This is an optimization exercise on Yosys and OpenROAD, whose aim is small area, not a production implementation. The RTL was checked by simulation tests, not by an equivalence proof against the original design. Power figures rest on the tool's default switching activity, not on a simulated workload.

== run 1 ==
==> flow/design.v (excerpt) <==
module datapath_proc (clk, resetn, imem_addr, imem_data, dmem_addr, dmem_re, dmem_rdata,
                      wb_en, wb_addr, wb_data);
==> flow/config.mk <==
export PLATFORM = sky130hd
export DESIGN_NAME = datapath_proc
export DESIGN_NICKNAME = datapath_proc
export VERILOG_FILES = /design/flow/design.v
export SDC_FILE = /design/flow/constraint.sdc
export NUM_CORES = 4
export LEC_CHECK = 0
export CAP_MARGIN = 0
export CORE_MARGIN = 2
export CORE_UTILIZATION = 65
export PLACE_DENSITY = 0.75
export SLEW_MARGIN = 0
==> flow/constraint.sdc <==
create_clock -name core_clock -period 6.0 [get_ports {clk}]
set_input_delay 1.2000 -clock core_clock [delete_from_list [all_inputs] [get_ports {clk}]]
set_output_delay 1.2000 -clock core_clock [all_outputs]
set_load 0.01 [all_outputs]
standard.sh (not shown) runs the stock make flow with config.mk's settings and CLKGATE_MAP_FILE= SYNTH_SCRIPT=/design/flow/synth_recipe.tcl, a recipe that flattens the netlist after the stock synthesis.
==> flow/flow/run.sh <==
#!/bin/bash
# Own layout flow: the standard ORFS flow (standard.sh) with area-minded settings.
#  * synthesis: the standard script, but ABC maps the logic for area (flip-flops are
#    mapped by dfflibmap before ABC, so registers keep their names and cells);
#  * port buffers are buf_1;
#  * CTS uses small clock buffers and no dummy loads.
# Each tool's output goes to a log file of its own here; ORFS's logs are under orfs/logs.
set -euo pipefail
W=$(pwd)
rm -rf "$W/scripts_area"
cp -r "$FLOW_HOME/scripts" "$W/scripts_area"
cp "$W/flow/abc_area.script" "$W/scripts_area/abc_speed.script"
# placement and routing repairs may not use the larger buffers
for f in cts floorplan global_place global_route repair_timing_post_place resize; do
  sed -i 's/set_dont_use \$::env(DONT_USE_CELLS)/set_dont_use "$::env(DONT_USE_CELLS) sky130_fd_sc_hd__buf_2 sky130_fd_sc_hd__buf_4 sky130_fd_sc_hd__buf_6 sky130_fd_sc_hd__buf_8 sky130_fd_sc_hd__buf_12 sky130_fd_sc_hd__buf_16"/' "$W/scripts_area/$f.tcl"
done
export SCRIPTS_DIR="$W/scripts_area"
export SYNTH_OPERATIONS_ARGS="-noshare"
export BUFFER_PORTS_ARGS="-buffer_cell sky130_fd_sc_hd__buf_1"
export CTS_ARGS="-sink_clustering_enable -repair_clock_nets -dont_use_dummy_load -buf_list {sky130_fd_sc_hd__clkbuf_2 sky130_fd_sc_hd__clkbuf_4 sky130_fd_sc_hd__clkbuf_8} -sink_clustering_buffer sky130_fd_sc_hd__clkbuf_8 -root_buf sky130_fd_sc_hd__clkbuf_4 -sink_clustering_size 16 -sink_clustering_max_diameter 60"
bash standard.sh synth > "$W/synth.log" 2>&1
bash standard.sh > "$W/layout.log" 2>&1
==> flow/flow/abc_area.script <==
strash
&get -n
&st
&dch
&nf -a
&put
Looking at the reports, run 1 completed the entire flow and the layout it produced met the timing, design-rule and antenna checks.
The following lists how run 2 was set up differently from run 1:
Settings: SLEW_MARGIN changed from 0 to 5; CAP_MARGIN changed from 0 to 5.
--- a/flow/flow/run.sh
+++ b/flow/flow/run.sh
@@ -11,8 +11,4 @@
 cp -r "$FLOW_HOME/scripts" "$W/scripts_area"
 cp "$W/flow/abc_area.script" "$W/scripts_area/abc_speed.script"
-# placement and routing repairs may not use the larger buffers
-for f in cts floorplan global_place global_route repair_timing_post_place resize; do
-  sed -i 's/set_dont_use \$::env(DONT_USE_CELLS)/set_dont_use "$::env(DONT_USE_CELLS) sky130_fd_sc_hd__buf_2 sky130_fd_sc_hd__buf_4 sky130_fd_sc_hd__buf_6 sky130_fd_sc_hd__buf_8 sky130_fd_sc_hd__buf_12 sky130_fd_sc_hd__buf_16"/' "$W/scripts_area/$f.tcl"
-done
 export SCRIPTS_DIR="$W/scripts_area"
 export SYNTH_OPERATIONS_ARGS="-noshare"
Notes after the runs:
Status: count of distinct cell types in the synthesized netlist parity (run 1, run 2). Max-slew headroom at the worst pin (higher): run 2. Delta (run 2 minus run 1): number of nets in the finished design decreased by 0.63% relative to the old numbers, total met3 wirelength after detailed routing picked up an extra about 1.3%, number of clock buffers in the layout went up by 1. Run 2 vs. run 1: maximum count of clock buffers along a single path level, utilization moved up, source-to-sink clock delay at the later pin of the worst-skew pair level. Run 2 against run 1: layout buffer count excluding clock buffers went down by 7; maximum clock rate higher.

---

== v6 ==
datapath_proc, a different RTL version from the one above (not shown whole).
Size: about 220 flip-flops, roughly 87 I/O pins, about 9300 sq um of cells after synthesis.
==> flow/config.mk <==
export PLATFORM = sky130hd
export DESIGN_NAME = datapath_proc
export DESIGN_NICKNAME = datapath_proc
export VERILOG_FILES = /design/flow/design.v
export SDC_FILE = /design/flow/constraint.sdc
export NUM_CORES = 4
export LEC_CHECK = 0
export CAP_MARGIN = 20
export CORE_MARGIN = 2
export CORE_UTILIZATION = 40
export PLACE_DENSITY = 0.6
export SLEW_MARGIN = 20
==> flow/constraint.sdc <==
create_clock -name core_clock -period 6.0 [get_ports {clk}]
set_input_delay 1.2000 -clock core_clock [delete_from_list [all_inputs] [get_ports {clk}]]
set_output_delay 1.2000 -clock core_clock [all_outputs]
set_load 0.01 [all_outputs]
==> flow/flow/run.sh <==
#!/bin/bash
# Own layout flow: the standard ORFS flow (standard.sh) with area-minded settings.
#  * synthesis: the standard script, but ABC maps the logic for area (flip-flops are
#    mapped by dfflibmap before ABC, so registers keep their names and cells);
#  * port buffers are buf_1;
#  * CTS uses small clock buffers and no dummy loads.
# Each tool's output goes to a log file of its own here; ORFS's logs are under orfs/logs.
set -euo pipefail
W=$(pwd)
rm -rf "$W/scripts_area"
cp -r "$FLOW_HOME/scripts" "$W/scripts_area"
cp "$W/flow/abc_area.script" "$W/scripts_area/abc_speed.script"
export SCRIPTS_DIR="$W/scripts_area"
export BUFFER_PORTS_ARGS="-buffer_cell sky130_fd_sc_hd__buf_1"
export CTS_ARGS="-sink_clustering_enable -repair_clock_nets -dont_use_dummy_load -buf_list sky130_fd_sc_hd__clkbuf_4"
bash standard.sh synth > "$W/synth.log" 2>&1
bash standard.sh > "$W/layout.log" 2>&1
Scripts as last shown in full above: flow/flow/abc_area.script
No stage failed in v6, and the final checks on the layout all came back clean.
Input changes introduced in v7 (baseline for comparison: v6):
==> flow/run.sh (new file) <==
#!/bin/bash
# synth_recipe.tcl (not shown) runs the flow's synth.tcl, then flattens the netlist and writes it again
# the make line also repeats each setting of config.mk as NAME=value (left out here)
make -C /OpenROAD-flow-scripts/flow DESIGN_CONFIG=/design/flow/config.mk WORK_HOME=/design/flow/orfs CLKGATE_MAP_FILE= SYNTH_SCRIPT=/design/flow/synth_recipe.tcl finish
removed: flow/flow/run.sh
removed: flow/flow/abc_area.script
removed: flow/standard.sh
- Signed area change from the synthesized netlist to the final layout (v7 over v6): increase, 6.1 points
- Per the final summary, v7 finished and its layout is clean on timing, DRC and antenna.
- v6 went all the way through the flow, and no timing, DRC or antenna check failed.
- Side by side, post-layout worst setup margin turned out higher in v7 than in v6.
- Diff v6 -> v7: required time reported for the critical path endpoint lower; net count of the mapped netlist higher; total chip power higher.

---

Setup of zinc:
datapath_proc, a different RTL version from the one above (not shown whole).
Size in the first run: about 750 cells after synthesis.
Settings: LEC_CHECK=0, CAP_MARGIN=0, CORE_MARGIN=2, CORE_UTILIZATION=70, PLACE_DENSITY=0.8, SLEW_MARGIN=0; clock period 6.0 ns.
==> flow/flow/run.sh <==
#!/bin/bash
# Own layout flow: the standard ORFS flow (standard.sh) with area-minded settings.
#  * synthesis: the standard script, but ABC maps the logic for area (flip-flops are
#    mapped by dfflibmap before ABC, so registers keep their names and cells);
#  * port buffers are buf_1;
#  * CTS uses small clock buffers and no dummy loads.
# Each tool's output goes to a log file of its own here; ORFS's logs are under orfs/logs.
set -euo pipefail
W=$(pwd)
rm -rf "$W/scripts_area"
cp -r "$FLOW_HOME/scripts" "$W/scripts_area"
cp "$W/flow/abc_area.script" "$W/scripts_area/abc_speed.script"
# placement and routing repairs may not use the larger buffers
for f in cts floorplan global_place global_route repair_timing_post_place resize; do
  sed -i 's/set_dont_use \$::env(DONT_USE_CELLS)/set_dont_use "$::env(DONT_USE_CELLS) sky130_fd_sc_hd__buf_2 sky130_fd_sc_hd__buf_4 sky130_fd_sc_hd__buf_6 sky130_fd_sc_hd__buf_8 sky130_fd_sc_hd__buf_12 sky130_fd_sc_hd__buf_16"/' "$W/scripts_area/$f.tcl"
done
export SCRIPTS_DIR="$W/scripts_area"
export SYNTH_OPERATIONS_ARGS="-noshare"
export BUFFER_PORTS_ARGS="-buffer_cell sky130_fd_sc_hd__buf_1"
export CTS_ARGS="-sink_clustering_enable -repair_clock_nets -dont_use_dummy_load -buf_list {sky130_fd_sc_hd__clkbuf_2 sky130_fd_sc_hd__clkbuf_4 sky130_fd_sc_hd__clkbuf_8} -sink_clustering_buffer sky130_fd_sc_hd__clkbuf_8 -root_buf sky130_fd_sc_hd__clkbuf_4 -sink_clustering_size 16 -sink_clustering_max_diameter 60"
bash standard.sh synth > "$W/synth.log" 2>&1
bash standard.sh > "$W/layout.log" 2>&1
==> flow/flow/abc_area.script <==
strash
&get -n
&st
&dch
&nf -a
&put
Changes in cedar relative to zinc:
==> flow/flow/abc_area.script <==
strash
dch
&get -n
&st
&dch -f
&nf -a -R 1000
&put
diff --git a/flow/config.mk b/flow/config.mk
--- a/flow/config.mk
+++ b/flow/config.mk
@@ -10,2 +10,2 @@
-export CORE_UTILIZATION = 70
-export PLACE_DENSITY = 0.8
+export CORE_UTILIZATION = 65
+export PLACE_DENSITY = 0.75
From zinc to cedar the numbers moved as follows: global-route wire length before repair fell about 3%; net load switching power shows a reduction of 2.8%; tightest hold margin saw little to no change. Looking at share of the final layout cell area in multi-input gates, cedar sits 0.58 points lower than zinc does. [compare] base=zinc new=cedar: minimum clock period after layout decreased by 180 ps relative to the old numbers, final wirelength decreased by 1.5% relative to the old numbers. Between zinc and cedar, largest incremental delay on the critical path increased. Across both runs, aggregate global-route resource usage was lower for cedar than for zinc.

==> what the ideal ports hide <==
Ports are ideal in the flow. The routed layouts listed here were re-timed in OpenROAD.
Step 1 assumes that a clkbuf_16 drives the clock port and a buf_2 every other input.
Step 2, shift: input delay + t, output delay - t, t = (earliest + latest rising clock arrival at the registers) / 2. This alone moves slack from input paths to output paths.
a / b / c = no drivers / after step 1 / after step 2; a / b = the first two.
run	shift t [ns]	setup WS [ns]	worst slew at a driven data input, ns
run 1	0.650	0.253 / 0.253 / 0.253	0.03
run 2	0.657	0.407 / 0.407 / 0.407	0.04
v6	0.671	0.545 / 0.545 / 0.545	0.03
v7	0.569	1.072 / 1.072 / 1.072	0.04
zinc	0.667	0.395 / 0.395 / 0.395	0.04
cedar	0.645	0.572 / 0.572 / 0.572	0.03
After both steps setup and hold are still met in every run listed.
